This design comes from an exercise in tuning for small area on the open sky130 flow, not from production work.
RTL that was checked went through simulation tests only; none was proved equivalent to the original.

==> run a: inputs <==
// cordic_rotation_top
module cordic_rotation_top(
    input clk, input nreset, input enable,
    input signed [15:0] x_vec_in, input signed [15:0] y_vec_in,
    input [19:0] target_angle,
    output wire signed [15:0] x_vec_out, output wire signed [15:0] y_vec_out,
    output reg done);
    wire [0:0] t_ge4;
    wire [0:0] t_geC;
    wire [0:0] t_le4;
    wire [0:0] t_leC;
    wire [0:0] negv;
    wire [19:0] tpre;
    wire [0:0] big_pos;
    wire [0:0] big_neg;
    wire [15:0] r0;
    wire [0:0] d0;
    wire [14:0] q1_k;
    wire [14:0] q1_r;
    wire [14:0] q1s_p;
    wire [14:0] q1s_g;
    wire [0:0] q1s_g0c;
    wire [0:0] q1s_G1;
    wire [0:0] q1s_P1;
    wire [0:0] q1s_G2;
    wire [0:0] q1s_P2;
    wire [0:0] q1s_G3;
    wire [0:0] q1s_P3;
    wire [0:0] q1s_G4;
    wire [0:0] q1s_P4;
    wire [0:0] q1s_G5;
    wire [0:0] q1s_P5;
    wire [0:0] q1s_G6;
    wire [0:0] q1s_P6;
    wire [0:0] q1s_G7;
    wire [0:0] q1s_P7;
    wire [0:0] q1s_G8;
    wire [0:0] q1s_P8;
    wire [0:0] q1s_G9;
    wire [0:0] q1s_P9;
    wire [0:0] q1s_G10;
    wire [0:0] q1s_P10;
    wire [0:0] q1s_G11;
    wire [0:0] q1s_P11;
    wire [0:0] q1s_G12;
    wire [0:0] q1s_P12;
    wire [0:0] q1s_G13;
    wire [0:0] q1s_P13;
    wire [0:0] q1s_G14;
    wire [0:0] q1s_P14;
    wire [0:0] q1s_G15;
    wire [0:0] q1s_P15;
    wire [0:0] q1s_G16;
    wire [0:0] q1s_P16;
    wire [0:0] q1s_G17;
    wire [0:0] q1s_P17;
    wire [0:0] q1s_G18;
    wire [0:0] q1s_P18;
    wire [0:0] q1s_G19;
    wire [0:0] q1s_P19;
    wire [0:0] q1s_G20;
    wire [0:0] q1s_P20;
    wire [0:0] q1s_G21;
  ...
clock: 6.0 ns
lec_check: 0
abc_area: 1
cap_margin: 20
cell_pad_in_sites_detail_placement: 0
cell_pad_in_sites_global_placement: 0
core_margin: 2
core_utilization: 50
cts_cluster_diameter: 100
cts_cluster_size: 34
gpl_timing_driven: 0
place_density: 0.7
slew_margin: 20
run.sh (not shown) runs the stock make flow with config.mk's settings and CLKGATE_MAP_FILE= SYNTH_SCRIPT=/design/flow/synth_recipe.tcl, a recipe that flattens the netlist after the stock synthesis.
==> run b: changes against run a <==
--- a/flow/design.v
+++ b/flow/design.v
@@ -1593,55 +1593,23 @@
     wire [9:0] y11_hc;
     wire [15:0] y11;
     reg [0:0] dd11_p6;
     wire [4:0] x12_op;
     wire [5:0] x12_la;
     wire [5:0] x12_lb;
-    wire [5:0] x12_lo_p;
-    wire [5:0] x12_lo_g;
-    wire [0:0] x12_lo_g0c;
-    wire [0:0] x12_lo_G1;
-    wire [0:0] x12_lo_P1;
-    wire [0:0] x12_lo_G2;
-    wire [0:0] x12_lo_P2;
-    wire [0:0] x12_lo_G3;
-    wire [0:0] x12_lo_P3;
-    wire [0:0] x12_lo_G4;
-    wire [0:0] x12_lo_P4;
-    wire [0:0] x12_lo_G5;
-    wire [0:0] x12_lo_P5;
-    wire [0:0] x12_lo_G6;
-    wire [0:0] x12_lo_P6;
-    wire [0:0] x12_lo_G7;
-    wire [0:0] x12_lo_P7;
+    wire [6:0] x12_lo_c;
     wire [5:0] x12_lo;
     wire [10:0] x12_hi;
     wire [11:0] x12_ao;
     wire [11:0] x12_oo;
     wire [10:0] x12_hc;
     wire [15:0] x12;
     wire [4:0] y12_op;
     wire [5:0] y12_la;
     wire [5:0] y12_lb;
-    wire [5:0] y12_lo_p;
-    wire [5:0] y12_lo_g;
-    wire [0:0] y12_lo_g0c;
-    wire [0:0] y12_lo_G1;
-    wire [0:0] y12_lo_P1;
-    wire [0:0] y12_lo_G2;
-    wire [0:0] y12_lo_P2;
-    wire [0:0] y12_lo_G3;
-    wire [0:0] y12_lo_P3;
-    wire [0:0] y12_lo_G4;
-    wire [0:0] y12_lo_P4;
-    wire [0:0] y12_lo_G5;
-    wire [0:0] y12_lo_P5;
-    wire [0:0] y12_lo_G6;
-    wire [0:0] y12_lo_P6;
-    wire [0:0] y12_lo_G7;
-    wire [0:0] y12_lo_P7;
+    wire [6:0] y12_lo_c;
     wire [5:0] y12_lo;
     wire [10:0] y12_hi;
     wire [11:0] y12_ao;
     wire [11:0] y12_oo;
     wire [10:0] y12_hc;
     wire [15:0] y12;
@@ -4353,35 +4321,18 @@
     assign y11_hc[9] = y11_op[5] ? (y11_lo[6] | y11_oo[9]) : (y11_lo[6] & y11_ao[9]);
     assign y11_hi = y10_p6[15:6] ^ {10{y11_op[5]}} ^ y11_hc;
     assign y11 = {y11_hi,y11_lo[5:0]};
     assign x12_op = y11[15:11] ^ {5{~dd11_p6}};
     assign x12_la = {1'b0,x11[4:0]};
     assign x12_lb = {1'b0,x12_op};
-    assign x12_lo_p = x12_la ^ x12_lb;
-    assign x12_lo_g = x12_la & x12_lb;
-    assign x12_lo_g0c = x12_lo_g[0] | (x12_lo_p[0] & ~dd11_p6);
-    assign x12_lo_G1 = x12_lo_g[1] | (x12_lo_p[1] & x12_lo_g0c);
-    assign x12_lo_P1 = x12_lo_p[1] & x12_lo_p[0];
-    assign x12_lo_G2 = x12_lo_g[3] | (x12_lo_p[3] & x12_lo_g[2]);
-    assign x12_lo_P2 = x12_lo_p[3] & x12_lo_p[2];
-    assign x12_lo_G3 = x12_lo_g[5] | (x12_lo_p[5] & x12_lo_g[4]);
-    assign x12_lo_P3 = x12_lo_p[5] & x12_lo_p[4];
-    assign x12_lo_G4 = x12_lo_g[2] | (x12_lo_p[2] & x12_lo_G1);
-    assign x12_lo_P4 = x12_lo_p[2] & x12_lo_P1;
-    assign x12_lo_G5 = x12_lo_G2 | (x12_lo_P2 & x12_lo_G1);
-    assign x12_lo_P5 = x12_lo_P2 & x12_lo_P1;
-    assign x12_lo_G6 = x12_lo_g[4] | (x12_lo_p[4] & x12_lo_G5);
-    assign x12_lo_P6 = x12_lo_p[4] & x12_lo_P5;
-    assign x12_lo_G7 = x12_lo_G3 | (x12_lo_P3 & x12_lo_G5);
-    assign x12_lo_P7 = x12_lo_P3 & x12_lo_P5;
-    assign x12_lo[0] = x12_lo_p[0] ^ ~dd11_p6;
-    assign x12_lo[1] = x12_lo_p[1] ^ x12_lo_g0c;
-    assign x12_lo[2] = x12_lo_p[2] ^ x12_lo_G1;
-    assign x12_lo[3] = x12_lo_p[3] ^ x12_lo_G4;
-    assign x12_lo[4] = x12_lo_p[4] ^ x12_lo_G5;
-    assign x12_lo[5] = x12_lo_p[5] ^ x12_lo_G6;
+    assign x12_lo_c[0] = ~dd11_p6;
+    genvar x12_lo_i;
+    for (x12_lo_i=0;x12_lo_i<6;x12_lo_i=x12_lo_i+1) begin : x12_lo_g
+        assign x12_lo[x12_lo_i] = x12_la[x12_lo_i] ^ x12_lb[x12_lo_i] ^ x12_lo_c[x12_lo_i];
+        assign x12_lo_c[x12_lo_i+1] = (x12_la[x12_lo_i] & x12_lb[x12_lo_i]) | (x12_la[x12_lo_i] & x12_lo_c[x12_lo_i]) | (x12_lb[x12_lo_i] & x12_lo_c[x12_lo_i]);
+    end
     assign x12_ao[0] = 1'b1;
     assign x12_oo[0] = 1'b0;
     assign x12_ao[1] = x12_ao[0] & x11[5];
     assign x12_oo[1] = x12_oo[0] | x11[5];
     assign x12_ao[2] = x12_ao[1] & x11[6];
     assign x12_oo[2] = x12_oo[1] | x11[6];
@@ -4416,35 +4367,18 @@
     assign x12_hc[10] = x12_op[4] ? (x12_lo[5] | x12_oo[10]) : (x12_lo[5] & x12_ao[10]);
     assign x12_hi = x11[15:5] ^ {11{x12_op[4]}} ^ x12_hc;
     assign x12 = {x12_hi,x12_lo[4:0]};
     assign y12_op = x11[15:11] ^ {5{dd11_p6}};
     assign y12_la = {1'b0,y11[4:0]};
     assign y12_lb = {1'b0,y12_op};
-    assign y12_lo_p = y12_la ^ y12_lb;
-    assign y12_lo_g = y12_la & y12_lb;
-    assign y12_lo_g0c = y12_lo_g[0] | (y12_lo_p[0] & dd11_p6);
-    assign y12_lo_G1 = y12_lo_g[1] | (y12_lo_p[1] & y12_lo_g0c);
-    assign y12_lo_P1 = y12_lo_p[1] & y12_lo_p[0];
-    assign y12_lo_G2 = y12_lo_g[3] | (y12_lo_p[3] & y12_lo_g[2]);
-    assign y12_lo_P2 = y12_lo_p[3] & y12_lo_p[2];
-    assign y12_lo_G3 = y12_lo_g[5] | (y12_lo_p[5] & y12_lo_g[4]);
-    assign y12_lo_P3 = y12_lo_p[5] & y12_lo_p[4];
-    assign y12_lo_G4 = y12_lo_g[2] | (y12_lo_p[2] & y12_lo_G1);
-    assign y12_lo_P4 = y12_lo_p[2] & y12_lo_P1;
-    assign y12_lo_G5 = y12_lo_G2 | (y12_lo_P2 & y12_lo_G1);
-    assign y12_lo_P5 = y12_lo_P2 & y12_lo_P1;
-    assign y12_lo_G6 = y12_lo_g[4] | (y12_lo_p[4] & y12_lo_G5);
-    assign y12_lo_P6 = y12_lo_p[4] & y12_lo_P5;
-    assign y12_lo_G7 = y12_lo_G3 | (y12_lo_P3 & y12_lo_G5);
-    assign y12_lo_P7 = y12_lo_P3 & y12_lo_P5;
-    assign y12_lo[0] = y12_lo_p[0] ^ dd11_p6;
-    assign y12_lo[1] = y12_lo_p[1] ^ y12_lo_g0c;
-    assign y12_lo[2] = y12_lo_p[2] ^ y12_lo_G1;
-    assign y12_lo[3] = y12_lo_p[3] ^ y12_lo_G4;
-    assign y12_lo[4] = y12_lo_p[4] ^ y12_lo_G5;
-    assign y12_lo[5] = y12_lo_p[5] ^ y12_lo_G6;
+    assign y12_lo_c[0] = dd11_p6;
+    genvar y12_lo_i;
+    for (y12_lo_i=0;y12_lo_i<6;y12_lo_i=y12_lo_i+1) begin : y12_lo_g
+        assign y12_lo[y12_lo_i] = y12_la[y12_lo_i] ^ y12_lb[y12_lo_i] ^ y12_lo_c[y12_lo_i];
+        assign y12_lo_c[y12_lo_i+1] = (y12_la[y12_lo_i] & y12_lb[y12_lo_i]) | (y12_la[y12_lo_i] & y12_lo_c[y12_lo_i]) | (y12_lb[y12_lo_i] & y12_lo_c[y12_lo_i]);
+    end
     assign y12_ao[0] = 1'b1;
     assign y12_oo[0] = 1'b0;
     assign y12_ao[1] = y12_ao[0] & y11[5];
     assign y12_oo[1] = y12_oo[0] | y11[5];
     assign y12_ao[2] = y12_ao[1] & y11[6];
     assign y12_oo[2] = y12_oo[1] | y11[6];
Settings changed: CELL_PAD_IN_SITES_DETAIL_PLACEMENT 0 to not set, CELL_PAD_IN_SITES_GLOBAL_PLACEMENT 0 to not set, CORE_UTILIZATION 50 to 40, PLACE_DENSITY 0.7 to 0.6.
==> run c: changes against run a <==
==> flow/flow/run.sh (new file) <==
#!/bin/bash
# Own layout flow: the standard ORFS flow, with one change in synthesis: the ABC
# technology-mapping script (flow/abc_area.script) maps the combinational logic for area
# instead of ORFS's default script. Everything else (registers, flattening, renaming,
# floorplan, placement, CTS, routing) is the standard flow via standard.sh.
set -euo pipefail
W="$(pwd)"
# synthesis script: synth_recipe.tcl with the abc command redirected to our mapping script
{
  head -n 1 synth_recipe.tcl
  cat <<TCL
proc abc {args} {
  set i [lsearch -exact \$args -script]
  if {\$i >= 0} { lset args [expr {\$i+1}] {$W/flow/abc_area.script} }
  yosys abc {*}\$args
}
TCL
  tail -n +2 synth_recipe.tcl
} > "$W/own_synth.tcl"
bash standard.sh SYNTH_SCRIPT="$W/own_synth.tcl" finish > "$W/flow_make.log" 2>&1
==> flow/flow/abc_area.script (new file) <==
strash
dch
amap
topo
stime -c
buffer -c
upsize -c
dnsize -c
==> flow/standard.sh (new file) <==
#!/bin/bash
# synth_recipe.tcl (not shown) runs the flow's synth.tcl, then flattens the netlist and writes it again
# the make line also repeats each setting of config.mk as NAME=value (left out here)
make -C /OpenROAD-flow-scripts/flow DESIGN_CONFIG=/design/flow/config.mk WORK_HOME=/design/flow/orfs CLKGATE_MAP_FILE= SYNTH_SCRIPT=/design/flow/synth_recipe.tcl "${@:-finish}"
Settings changed: CELL_PAD_IN_SITES_DETAIL_PLACEMENT 0 to not set, CELL_PAD_IN_SITES_GLOBAL_PLACEMENT 0 to not set, CORE_UTILIZATION 50 to 40, PLACE_DENSITY 0.7 to 0.6.
removed: flow/run.sh
==> notes <==
Run a finished clean. Run b finished clean. Run c produced a layout that fails on setup timing. In count of clock-buffer cells in the layout, run a and run c do not differ. Of run a and run c, run a has the higher maximum frequency (gap about 22%, measured against run c). Between run b and run c, the lower die area is in run c (gap 6.2%, measured against run c). First-iteration DRC count, highest first: run c, run a, run b.
The RTL of run b was laid out without a check of its function.

re-timing with driven ports:
The flow's constraints put no driver on any port. The routed layouts listed below were extracted and timed again, unchanged, in two steps. Step 1, drivers: a clkbuf_16 drives clk and a buf_2 each remaining input, both assumed. Step 2 also shifts input and output timing later by t, the mid clock arrival at the registers, as if the neighbouring blocks saw the same clock. Three values: no drivers, after step 1, after step 2; two values: the first two.
run	shift t [ns]	slack for setup (ns)	worst setup path at the end	worst data-port slew with drivers (ns)
run a	0.617	0.335 / 0.335 / -0.238	input to register	0.03
run b	0.623	0.274 / 0.274 / -0.238	input to register	0.04
run c	0.625	-0.935 / -0.934 / -1.559	input to register	0.06
With both steps, setup timing fails in run a and run b, where it was met with ideal ports. The setup slack of run c, which loses most, moves by +0.001 ns with the drivers and by -0.624 ns with both steps.
